This is an optimization exercise on Yosys and OpenROAD, whose aim is small area, not a production implementation.
The RTL of this run was laid out without a check of its function.
Power and IR drop assume default switching activity.

File: flow/flow/run.sh
#!/bin/bash
set -euo pipefail
export BUFFER_PORTS_ARGS="-buffer_cell sky130_fd_sc_hd__buf_1"
export CTS_ARGS="-sink_clustering_enable -repair_clock_nets -dont_use_dummy_load -buf_list sky130_fd_sc_hd__clkbuf_8 -sink_clustering_size 16 -sink_clustering_max_diameter 50"
bash standard.sh > standard.log 2>&1
File: flow/standard.sh
#!/bin/bash
# synth_recipe.tcl (not shown) runs the flow's synth.tcl, then flattens the netlist and writes it again
# the make line also repeats each setting of config.mk as NAME=value (left out here)
make -C /OpenROAD-flow-scripts/flow DESIGN_CONFIG=/design/flow/config.mk WORK_HOME=/design/flow/orfs CLKGATE_MAP_FILE= SYNTH_SCRIPT=/design/flow/synth_recipe.tcl "${@:-finish}"
File: flow/config.mk
export PLATFORM = sky130hd
export DESIGN_NAME = b15
export DESIGN_NICKNAME = b15
export VERILOG_FILES = /design/flow/design.v
export SDC_FILE = /design/flow/constraint.sdc
export NUM_CORES = 4
export LEC_CHECK = 0
export CAP_MARGIN = 5
export CORE_MARGIN = 2
export CORE_UTILIZATION = 75
export PLACE_DENSITY = 0.85
export SLEW_MARGIN = 5
File: flow/constraint.sdc
create_clock -name core_clock -period 10.0 [get_ports {CLOCK}]
set_input_delay 2.0000 -clock core_clock [delete_from_list [all_inputs] [get_ports {CLOCK}]]
set_output_delay 2.0000 -clock core_clock [all_outputs]
set_load 0.01 [all_outputs]
File: flow/design.v
module b15_inc #(parameter N = 8) (input [N-1:0] a, input cin, output [N-1:0] y);
  wire [N:0] c;
  assign c[0] = cin;
  genvar i;
  generate for (i = 0; i < N; i = i + 1) begin : g
    assign y[i] = a[i] ^ c[i];
    assign c[i+1] = a[i] & c[i];
  end endgenerate
endmodule
module b15_add #(parameter N = 8) (input [N-1:0] a, input [N-1:0] b, input cin, output [N-1:0] y);
  wire [N:0] c;
  assign c[0] = cin;
  genvar i;
  generate for (i = 0; i < N; i = i + 1) begin : g
    assign y[i] = a[i] ^ b[i] ^ c[i];
    assign c[i+1] = (a[i] & b[i]) | (c[i] & (a[i] ^ b[i]));
  end endgenerate
endmodule
module b15_incf #(parameter N = 32, parameter B = 8) (input [N-1:0] a, input cin, output [N-1:0] y);
  localparam NB = (N + B - 1) / B;
  wire [NB:0] bc;
  assign bc[0] = cin;
  genvar k, i;
  generate for (k = 0; k < NB; k = k + 1) begin : gb
    localparam LO = k * B;
    localparam HI = (LO + B < N) ? LO + B - 1 : N - 1;
    wire [HI-LO+1:0] c;
    assign c[0] = bc[k];
    for (i = 0; i <= HI - LO; i = i + 1) begin : gi
      assign y[LO+i] = a[LO+i] ^ c[i];
      assign c[i+1] = a[LO+i] & c[i];
    end
    assign bc[k+1] = bc[k] & (&a[HI:LO]);
  end endgenerate
endmodule
module b15_cnegf #(parameter N = 32, parameter B = 8) (input [N-1:0] a, input neg, output [N-1:0] y);
  localparam NB = (N + B - 1) / B;
  wire [NB:0] bo;
  assign bo[0] = 1'b0;
  genvar k, i;
  generate for (k = 0; k < NB; k = k + 1) begin : gb
    localparam LO = k * B;
    localparam HI = (LO + B < N) ? LO + B - 1 : N - 1;
    wire [HI-LO+1:0] o;
    assign o[0] = bo[k];
    for (i = 0; i <= HI - LO; i = i + 1) begin : gi
      assign y[LO+i] = a[LO+i] ^ (neg & o[i]);
      assign o[i+1] = o[i] | a[LO+i];
    end
    assign bo[k+1] = bo[k] | (|a[HI:LO]);
  end endgenerate
endmodule
module b15_cneg #(parameter N = 32) (input [N-1:0] a, input neg, output [N-1:0] y);
  wire [N:0] o;
  assign o[0] = 1'b0;
  genvar i;
  generate for (i = 0; i < N; i = i + 1) begin : g
    assign y[i] = a[i] ^ (neg & o[i]);
    assign o[i+1] = o[i] | a[i];
  end endgenerate
endmodule
module b15(BE_n, Address, W_R_n, D_C_n, M_IO_n, ADS_n, Datai, Datao, CLOCK, NA_n, BS16_n, READY_n, HOLD, RESET);
input CLOCK;
input RESET;
input NA_n;
input BS16_n;
input READY_n;
input HOLD;
input [31:0] Datai;
output reg [3:0] BE_n;
output [31:0] Address;
output reg W_R_n;
output reg D_C_n;
output reg M_IO_n;
output reg ADS_n;
output [31:0] Datao;
localparam [2:0] StateInit = 3'd0, StateTi = 3'd1, StateT1 = 3'd2, StateT1P = 3'd3,
                 StateT2 = 3'd4, StateTh = 3'd5, StateT2P = 3'd6, StateT2I = 3'd7;
localparam [3:0] Si = 4'd0, S1 = 4'd1, S2 = 4'd2, S3 = 4'd3, S4 = 4'd4,
                 S5 = 4'd5, S6 = 4'd6, S7 = 4'd7, S8 = 4'd8, S9 = 4'd9;
reg [29:0] Addr;           
reg [30:0] Dout;           
assign Address = {2'b00, Addr};
assign Datao = {1'b0, Dout};
reg [2:0] State;
reg [3:0] State2;
reg StateBS16;
reg [3:0] ByteEnable;
reg RequestPending, ReadRequest, MemoryFetch, CodeFetch;
reg [31:0] rEIP;
reg [31:0] EAX, EBX;
reg [31:0] IAP, PAP;       
reg [3:0] Rd, Wr;          
reg More, Flush;
reg [103:0] Qv;            
reg [15:0] Qr;             
wire [7:0] Q [0:14];
genvar gq;
generate for (gq = 0; gq < 15; gq = gq + 1) begin : g_q
  if (gq == 13) begin : g13
    assign Q[gq] = Qr[7:0];
  end else if (gq == 14) begin : g14
    assign Q[gq] = Qr[15:8];
  end else begin : gn
    assign Q[gq] = Qv[8*gq +: 8];
  end
end endgenerate
wire T1T1P = (State == StateT1) | (State == StateT1P);
wire isT1 = (State == StateT1);
wire [29:0] addr_sh = isT1 ? rEIP[31:2] : rEIP[30:1];
wire addr_rnd = rEIP[31] & (rEIP[0] | (isT1 & rEIP[1]));
wire [29:0] addr_new;
b15_incf #(30) u_addr (.a(addr_sh), .cin(addr_rnd), .y(addr_new));
always @(posedge CLOCK, posedge RESET) begin
  if (RESET) begin
    BE_n <= 4'b0000;
    Addr <= 0;
    W_R_n <= 1'b0;
    D_C_n <= 1'b0;
    M_IO_n <= 1'b0;
    ADS_n <= 1'b0;
    State <= StateInit;
  end else begin
    case (State)
      StateInit: begin
        D_C_n <= 1'b1;
        ADS_n <= 1'b1;
        State <= StateTi;
      end
      StateTi: begin
        if (RequestPending) State <= StateT1;
        else if (HOLD) State <= StateTh;
      end
      StateT1, StateT2P: begin
        Addr <= addr_new;
        BE_n <= ByteEnable;
        M_IO_n <= MemoryFetch;
        W_R_n <= ~ReadRequest;
        D_C_n <= ~CodeFetch;
        ADS_n <= 1'b0;
        if (State == StateT1) State <= StateT2;
        else if (!READY_n) State <= StateT1P;
      end
      StateT2: begin
        if (READY_n) begin
          if (!NA_n && (RequestPending || HOLD)) State <= StateT2I;
        end else begin
          if (!HOLD) State <= RequestPending ? StateT1 : StateTi;
        end
        ADS_n <= 1'b1;
      end
      StateT1P: begin
        if (NA_n) State <= StateT2;
        else if (!HOLD && RequestPending) State <= StateT2P;
        else State <= StateT2I;
        ADS_n <= 1'b1;
      end
      StateTh: begin
        if (!HOLD) State <= RequestPending ? StateT1 : StateTi;
      end
      StateT2I: begin
        if (READY_n) begin
          if (RequestPending && !HOLD) State <= StateT2P;
        end else begin
          if (HOLD) State <= StateTh;
          else State <= RequestPending ? StateT1 : StateTi;
        end
      end
    endcase
  end
end
always @(posedge CLOCK) begin
  if (State == StateInit) StateBS16 <= 1'b1;
  else if (State == StateT2 || State == StateT1P) StateBS16 <= BS16_n;
end
always @(posedge CLOCK) begin
  case (rEIP[1:0])
    2'd0: ByteEnable <= StateBS16 ? 4'b0000 : 4'b1100;
    2'd1: ByteEnable <= StateBS16 ? 4'b0001 : 4'b1001;
    2'd2: ByteEnable <= 4'b0011;
    2'd3: ByteEnable <= 4'b0111;
  endcase
end
wire [7:0] T [0:7];
wire [7:0] R [0:4];
genvar gi;
generate
  for (gi = 0; gi < 8; gi = gi + 1) begin : g_t
    if (gi < 2) begin : g3
      assign T[gi] = Rd[3] ? (Rd[2] ? Q[gi + 12] : Q[gi + 8])
                           : (Rd[2] ? Q[gi + 4]  : Q[gi]);
    end else if (gi < 7) begin : g2
      assign T[gi] = Rd[3] ? Q[gi + 8] : (Rd[2] ? Q[gi + 4] : Q[gi]);
    end else begin : g1    
      assign T[gi] = Rd[2] ? Q[gi + 4] : Q[gi];
    end
  end
  for (gi = 0; gi < 5; gi = gi + 1) begin : g_r
    assign R[gi] = Rd[1] ? (Rd[0] ? T[gi + 3] : T[gi + 2])
                         : (Rd[0] ? T[gi + 1] : T[gi]);
  end
endgenerate
wire [7:0] op = R[0];
wire [7:0] q1 = R[1];
wire [7:0] q2 = R[2];
wire [7:0] q3 = R[3];
wire [7:0] q4 = R[4];
wire inS5 = (State2 == S5);
wire [4:0] d5 = {1'b0, Wr} - {1'b0, Rd};           
wire ge2 = !d5[4] && (d5[3:1] != 3'd0);
wire ge3 = !d5[4] && (d5[3:0] >= 4'd3);
wire ge5 = !d5[4] && (d5[3:0] >= 4'd5);
wire opJS  = (op == 8'hEB);
wire opJN  = (op == 8'hE9);
wire opMA  = (op == 8'hB8);
wire opMB  = (op == 8'hBB);
wire opAB  = (op == 8'h8B);    
wire opBA  = (op == 8'h89);    
wire opIN  = (op == 8'hE4);
wire opOUT = (op == 8'hE6);
wire opROL = (op == 8'hD0) | (op == 8'hC0);
wire opIA  = (op == 8'h40);
wire opIB  = (op == 8'h43);
wire jmpS = opJS & ge3;
wire jmpN = opJN & ge5;
wire jmp  = jmpS | jmpN;
wire movI = (opMA | opMB) & ge5;
wire rdy  = !READY_n;
wire wio  = (opBA | opOUT) & ge2;      
wire rio  = (opAB | opIN) & ge2;       
wire wdone = wio & T1T1P & rdy;
wire rdone = rio & rdy;
wire more_s = (opJS & !ge3) | (opJN & !ge5) | ((opMA | opMB) & !ge5) |
              ((opAB | opBA | opIN | opOUT) & !ge2);
wire keep_s = (rio & !rdy) | (wio & !(T1T1P & rdy));
wire adv1 = !(opJS | opJN | opMA | opMB | opAB | opBA | opIN | opOUT | opROL);
wire adv2 = opROL | rdone | wdone;
wire adv5 = movI;
wire [3:0] rd_adv = Rd + {1'b0, adv5, adv2, adv1 | adv5};
wire [9:0] joff = jmpS ? {{2{q1[7]}}, q1} : jmpN ? {2'b00, q1} : 10'd0;
wire [2:0] coff = (jmpN | adv5) ? 3'd5 : (jmpS | adv2) ? 3'd2 : adv1 ? 3'd1 : 3'd0;
wire [11:0] ioff = inS5 ? ({{2{joff[9]}}, joff} + {9'd0, coff}) : 12'd0;
wire [11:0] iap_lo = {2'b00, IAP[9:0]} + ioff;
wire iap_s = ioff[11];
wire [21:0] iap_hi;
b15_incf #(22) u_iaph (.a(IAP[31:10] ^ {22{iap_s}}), .cin(iap_lo[10]), .y(iap_hi));
wire [31:0] iap_sum = {iap_hi ^ {22{iap_s}}, iap_lo[9:0]};
wire fill  = (State2 == S2) | (State2 == S4);
wire fill4 = (State2 == S2) & StateBS16;
wire fill2 = fill & !fill4;
wire [29:0] pap_hi;
b15_incf #(30) u_pap (.a(PAP[31:2]), .cin(fill4 | (fill2 & PAP[1])), .y(pap_hi));
wire [31:0] pap_inc = {pap_hi, PAP[1] ^ fill2, PAP[0]};
wire [8:0] imm_hi;
b15_inc #(9) u_imm (.a({1'b0, q4}), .cin(q3[7]), .y(imm_hi));
wire [23:0] imm_up = {imm_hi, q3[6:0], q2};
wire [7:0] db2, db3;
b15_inc #(8) u_db2 (.a(Datai[23:16]), .cin(Datai[31] & (|Datai[15:0])), .y(db2));
b15_inc #(8) u_db3 (.a(Datai[31:24]), .cin(Datai[31] & (|Datai[23:0])), .y(db3));
wire [14:0] eax_hi;
b15_inc #(15) u_eaxhi (.a(EAX[30:16]), .cin(EAX[31] & (|EAX[15:0])), .y(eax_hi));
wire [31:0] abs_src = inS5 ? EBX : pap_inc;
wire abs_neg = abs_src[31] & ((State2 == S2) | opAB);
wire [31:0] abs_out;
b15_cnegf #(32) u_abs (.a(abs_src), .neg(abs_neg), .y(abs_out));
wire reip_inc2 = inS5 & !StateBS16 & rdy & (rio & opAB | wio & opBA & T1T1P);
wire [30:0] reip_hi;
b15_incf #(31) u_reip (.a(rEIP[31:1]), .cin(reip_inc2), .y(reip_hi));
wire [31:0] eax_inc, ebx_inc;
b15_incf #(32) u_eax (.a(EAX), .cin(inS5 & opIA), .y(eax_inc));
b15_incf #(32) u_ebx (.a(EBX), .cin(inS5 & opIB), .y(ebx_inc));
wire cp = (State2 == S8) & (Rd != 4'd15);
integer i;
reg [3:0] off;
reg [7:0] wdat;
reg [15:0] qwe;
reg [127:0] qwd;
reg [7:0] wbus [0:3];
reg [1:0] boff;
always @* begin
  for (i = 0; i < 4; i = i + 1) begin
    boff = i[1:0] - Wr[1:0];
    wbus[i] = boff[1] ? (boff[0] ? db3 : db2) : Datai[7:0];
  end
  for (i = 0; i < 16; i = i + 1) begin
    off = i[3:0] - Wr;
    qwd[8*i +: 8] = wbus[i % 4];
    qwe[i] = (fill & (off[3:1] == 3'd0)) | (fill4 & (off[3:1] == 3'd1));
  end
end
always @(posedge CLOCK) begin
  for (i = 0; i < 13; i = i + 1)
    if (qwe[i]) Qv[8*i +: 8] <= qwd[8*i +: 8];
  if (cp & !Wr[0]) Qv[7:0] <= Rd[0] ? Q[13] : Q[14];
  if (cp & Wr[0]) Qv[15:8] <= Q[14];
end
always @(posedge CLOCK, posedge RESET) begin
  if (RESET) Qr <= 16'd0;
  else begin
    if (qwe[13]) Qr[7:0] <= qwd[8*13 +: 8];
    if (qwe[14]) Qr[15:8] <= qwd[8*14 +: 8];
  end
end
always @(posedge CLOCK) begin
  rEIP <= {reip_hi, rEIP[0]};     
  case (State2)
    Si: begin
      rEIP <= 32'hFFFF0;
      ReadRequest <= 1'b1;
      MemoryFetch <= 1'b1;
      RequestPending <= 1'b1;
    end
    S1: begin
      RequestPending <= 1'b1;
      ReadRequest <= 1'b1;
      MemoryFetch <= 1'b1;
      CodeFetch <= 1'b1;
    end
    S2: begin
      RequestPending <= 1'b0;
      if (!StateBS16) rEIP <= abs_out;
    end
    S3: RequestPending <= 1'b1;
    S4: RequestPending <= 1'b0;
    S5: begin
      if (rio | wio) begin
        ReadRequest <= rio;
        MemoryFetch <= opAB | opBA;
        CodeFetch <= 1'b0;
        if (opIN | opOUT) rEIP <= {28'd0, Rd + 4'd1};    
        else if (!reip_inc2) rEIP <= abs_out;
        if (rio) RequestPending <= !rdy;
        else RequestPending <= !(T1T1P & rdy & (opOUT | StateBS16));
      end
    end
    S6: if (rdy) RequestPending <= 1'b0;
    S9: rEIP <= PAP;
    default: ;
  endcase
end
wire s5_to_s7 = !(rd_adv < Wr) || (rd_adv >= 4'd12) || jmp || more_s || (keep_s & (Flush | More));
always @(posedge CLOCK, posedge RESET) begin
  if (RESET) begin
    State2 <= Si;
    Rd <= 0;
    Wr <= 0;
    IAP <= 0;
    PAP <= 0;
    More <= 1'b0;
    Flush <= 1'b0;
    Dout <= 0;
    EAX <= 0;
    EBX <= 0;
  end else begin
    IAP <= iap_sum;
    case (State2)
      Si: State2 <= S1;
      S1: if (rdy) State2 <= S2;
      S2: begin
        Wr <= Wr + (StateBS16 ? 4'd4 : 4'd2);
        PAP <= pap_inc;
        State2 <= StateBS16 ? S5 : S3;
      end
      S3: if (rdy) State2 <= S4;
      S4: begin
        Wr <= Wr + 4'd2;
        PAP <= pap_inc;
        State2 <= S5;
      end
      S5: begin
        Rd <= rd_adv;
        if (jmp) PAP <= iap_sum;
        Flush <= jmp | (keep_s & Flush);
        More <= more_s | (keep_s & More);
        if (movI & opMA) EAX <= {imm_up, q1};
        else if (rdone & opAB) EAX <= {1'b0, Datai[14:0], Datai[15:0]};
        else if (rdone & opIN) EAX <= Datai;
        else EAX <= eax_inc;
        if (movI & opMB) EBX <= {imm_up, Q[0]};
        else EBX <= ebx_inc;
        if (wio & T1T1P) Dout <= opBA ? {eax_hi, EAX[15:0]} : {15'd0, EAX[15:0]};
        if (s5_to_s7) State2 <= S7;
        else if (wdone & opBA & !StateBS16) State2 <= S6;
      end
      S6: if (rdy) State2 <= S5;
      S7: begin
        if (Flush) begin
          Wr <= 4'd1;
          Rd <= IAP[0] ? ((IAP[1] ^ IAP[31]) ? 4'd4 : 4'd2) : 4'd1;
          State2 <= S9;
        end else if (Rd >= 4'd13) begin
          Wr <= 4'd0;
          State2 <= S8;
        end else begin
          State2 <= S9;
        end
      end
      S8: begin
        if (Rd != 4'd15) begin
          Rd <= Rd + 4'd1;
          Wr <= Wr + 4'd1;
        end else begin
          Rd <= 4'd0;
          State2 <= S9;
        end
      end
      S9: State2 <= S1;
      default: ;
    endcase
  end
end
endmodule
==> impl_metrics.csv <==
group,metric,value,unit
power,p_total,7.85,mW
placement,portBuffers,106,
route,detail-route-antenna-nets,0,
grt,grt_usage,42.9,%
layout,drive_above_1_share,10.9,%
timing,min_period_over_period,87.4,%
timing,tightest_slew,1.22,ns
placement,gp_routability_congestion,1.06,
min_path,whs_endpoint,"W_R_n",
logic_synthesis,seq_area_frac_synth,38.0,%
clock_tree,cts-root-buf,"clkbuf_8",
floorplanning,fp.dieH,189,um
logic_synthesis,avgSynthCellArea,9.91,um^2
floorplanning,core-area,33600,um^2
logic_synthesis,synth_area_leaders,"dfrtp_1 22%, edfxtp_1 13%, ha_1 11%",
timing,final_max_slew_viol_count,0,
route,vias,21575,
job,max_cap_violations,0,
grt,grt_max_degree,111,
grt,grt-ovfl-total,0,
setup_path,reg2reg_from,"Rd[3]",
clock_tree,ctsResizeCount,0,
power,powerDensity,293,nW/um^2
layout,area_delta_synth_final,4.35,%
setup_path,slowest_stage,"inv_2",
layout,n_antenna_cell,0,
floorplanning,dieArea,35700,um^2
route,firstDrtPassIters,6,
timing,slew_headroom,18.5,%
setup_path,cp_max_fo,33,
layout,stdcell_area,26800,um^2
min_path,hp-start,"ReadRequest",
clock_tree,h-tree-depth,2,
timing,setup_viol,0,
logic_synthesis,yosysTopAreaCell,"dfrtp_1",
power,p_int,4.03,mW
power,ir_worst_vdd,0.000244,V
timing,rsz0062_at_grt,"no",
setup_path,crit_type,"reg2reg",
status,status,"complete, no violations",
route,drt_iter0_drc,2783,
timing,tns,0,ns
clock_tree,clock-sinks,375,
floorplanning,start_util,76.3,%
logic_synthesis,synth_edf_count,109,
floorplanning,dieWidth,189,um
floorplanning,ioPinCount,110,
placement,hpwlAfterDp,57800,um
setup_path,r2r_slack,1.26,ns
setup_path,crit_top_cell,"ha_1",
setup_path,rr_endpoint,"PAP[16]",
power,seqPwrFrac,32.5,%
grt,first_global_vias,20849,
min_path,holdCritPathClass,"reg2reg",
placement,placed_area,26300,um^2
clock_tree,cts_buffer_depth,3,
clock_tree,clk_pin_slew,0.10,ns
power,p_leak,12.1,nW
setup_path,crit_required,10.53,ns
route,viasPerCell,7.04,
clock_tree,clk_latency,0.64,ns
clock_tree,cts_setup_buffers,0,
clock_tree,cts_tree,"built",
power,clkPwrFrac,11.0,%
clock_tree,cts-hold-fix-buffers,0,
floorplanning,fp-row-count,67,
logic_synthesis,synthArstFlopShare,61.3,%
route,drc,0,
timing,timing.fmax,114,MHz
power,netSwitchingPower,3.82,mW
logic_synthesis,yosys_warnings,2,
logic_synthesis,syn_area,25700,um^2
logic_synthesis,ys_types,92,
timing,hold_viol_final,0,
logic_synthesis,synthFlopType,"dfrtp_1",
setup_path,critPathTopFamily,"compound AO/OA/AOI/OAI gates",
logic_synthesis,synth-seq-cells,375,
setup_path,slowest_delay,0.63,ns
timing,clock-skew-final,0.0603,ns
grt,grt_pass1_wl,119000,um
route,routed_wl,76900,um
grt,antenna_found_initial,0,
min_path,worstHoldPathCells,1,
setup_path,end_kind,"flop",
clock_tree,cts_buffers,38,
setup_path,r2r_cells,32,
setup_path,start_kind,"flop",
power,swShare,48.6,%
logic_synthesis,yosysTopAreaCellShare,22.4,%
setup_path,critical_path_arrival,9.27,ns
setup_path,crit_buf_inv,1,
power,comb_power_share,56.5,%
layout,layout.nets,2893,
route,routedWlPerCell,25.1,um
logic_synthesis,syn_inst,2589,
timing,min_period,8.74,ns
==> routing by layer <==
layer	vias up	routed length, um	global-route usage (%)
li1	9526	-	-
met1	10378	28300	54.0
met2	1326	36200	70.4
met3	345	7120	7.58
met4	0	5180	23.8
met5	-	0	0
==> how the worst max path moves through the flow <==
stage / start / to / slack (ns) / cells after the start
floorplan: RESET / ADS_n / 1.70 / 1
global placement: Rd[3] / PAP[16] / 1.64 / 32
detailed placement: Rd[3] / PAP[16] / 1.40 / 32
CTS: Rd[3] / PAP[16] / 1.42 / 32
global route: Rd[3] / PAP[24] / 0.61 / 33
finish: Rd[3] / PAP[16] / 1.26 / 32
==> through the flow <==
stage                     util, %  hold slack (ns)  setup slack, ns  cells
after floorplan                 -            0.399             1.70   2591
after global placement       78.1            0.405             1.64   3025
after detailed placement     78.1            0.424             1.40   3025
after CTS                    79.7            0.436             1.42   3063
after global routing         79.7            0.447            0.608   3063
final                        79.7            0.433             1.26   3063
==> Yosys cell counts, types with 40 or more instances <==
| master | instances |
|---|---|
| inv_1 | 70 |
| mux2_2 | 135 |
| clkbuf_1 | 85 |
| nor3_1 | 40 |
| dfrtp_1 | 230 |
| o21ai_0 | 159 |
| edfxtp_1 | 109 |
| mux2i_1 | 130 |
| nor2_1 | 169 |
| ha_1 | 233 |
| xnor2_1 | 84 |
| a21oi_1 | 153 |
| nand2_1 | 302 |
==> cell families (layout without fill, tap and decap cells) <==
| group | Yosys count | count (layout) | synth area share [%] |
|---|---|---|---|
| AO/OA/AOI/OAI | 594 | 594 | 15.0 |
| XOR/XNOR | 120 | 120 | 4.10 |
| adder cells (fa/ha/maj) | 238 | 238 | 11.7 |
| buffers and inverters | 230 | 254 | 3.80 |
| flip-flops | 375 | 375 | 38.0 |
| multiplexers | 310 | 310 | 14.4 |
| other | 1 | 3 | 0.0146 |
| AND/OR/NAND/NOR | 721 | 721 | 12.9 |
==> cells in the final DEF, fill, tap and decap left out, drive strengths merged, types with 22 or more instances in the layout <==
cell type and n:
nor4 24, mux2i 131, nand4 30, xor2 36, o21ai 167, xnor2 84, nand3 35, o211ai 30
mux4 27, a31oi 22, dfxtp 36, nand2 305, edfxtp 109, nor2 169, inv 73, buf 139
a21oi 156, clkbuf 38, dfrtp 230, nor3 41, mux2 152, ha 233
==> power by group through the flow <==
| stage | clock, mW | sequential, mW | combinational (mW) |
|---|---|---|---|
| 5_1_grt | 0.908 | 2.59 | 4.72 |
| 4_1_cts | 0.858 | 2.53 | 4.28 |
| 3_3_place_gp | 0 | 2.53 | 4.10 |
| 6_report | 0.865 | 2.55 | 4.43 |
| 2_1_floorplan | 0 | 2.33 | 3.16 |
| 3_5_place_dp | 0 | 2.56 | 4.25 |
==> cell type report <==
class | count | area (um^2)
clock buffers | 38 | 523
fillers | 2179 | 6840
inverters | 77 | 299
multi-input cells | 1986 | 15000
flip-flops and latches | 375 | 9760
well taps | 448 | 561
repair buffers | 139 | 658
==> flip-flops by register name, summed over array words and instances, names as in the netlist, 3 cells and up <==
signal      count
Wr              4
IAP            32
EAX            32
Qr             16
Addr           30
Qv            104
PAP            32
rEIP           32
Rd              4
State2          4
EBX            32
ByteEnable      4
State           3
Dout           31
BE_n            4

-- port drivers added, routing unchanged --
The results above use ideal ports. As a check the final layout listed here was re-extracted and re-timed, cells and wires unchanged. Step 1 sets driving cells, clkbuf_16 on the clock port and buf_2 on the other inputs (assumed; they add their load-dependent delay and slew). Step 2 also shifts input and output timing later by t, the mid clock arrival at the registers, as if the neighbouring blocks saw the same clock. Three values: ideal ports, drivers, drivers and shift; two values: the first two.
t, ns: 0.665
setup WS [ns]: 1.259 / 1.259 / 1.259
worst setup path after step 2: register to register
clock arrival spread, ns: 0.064 / 0.064
worst register clock-pin slew, ns: 0.10 / 0.10
After both steps this run still meets setup and hold. The setup slack of this run moves by 0.000 ns with the drivers and by 0.000 ns with both steps.
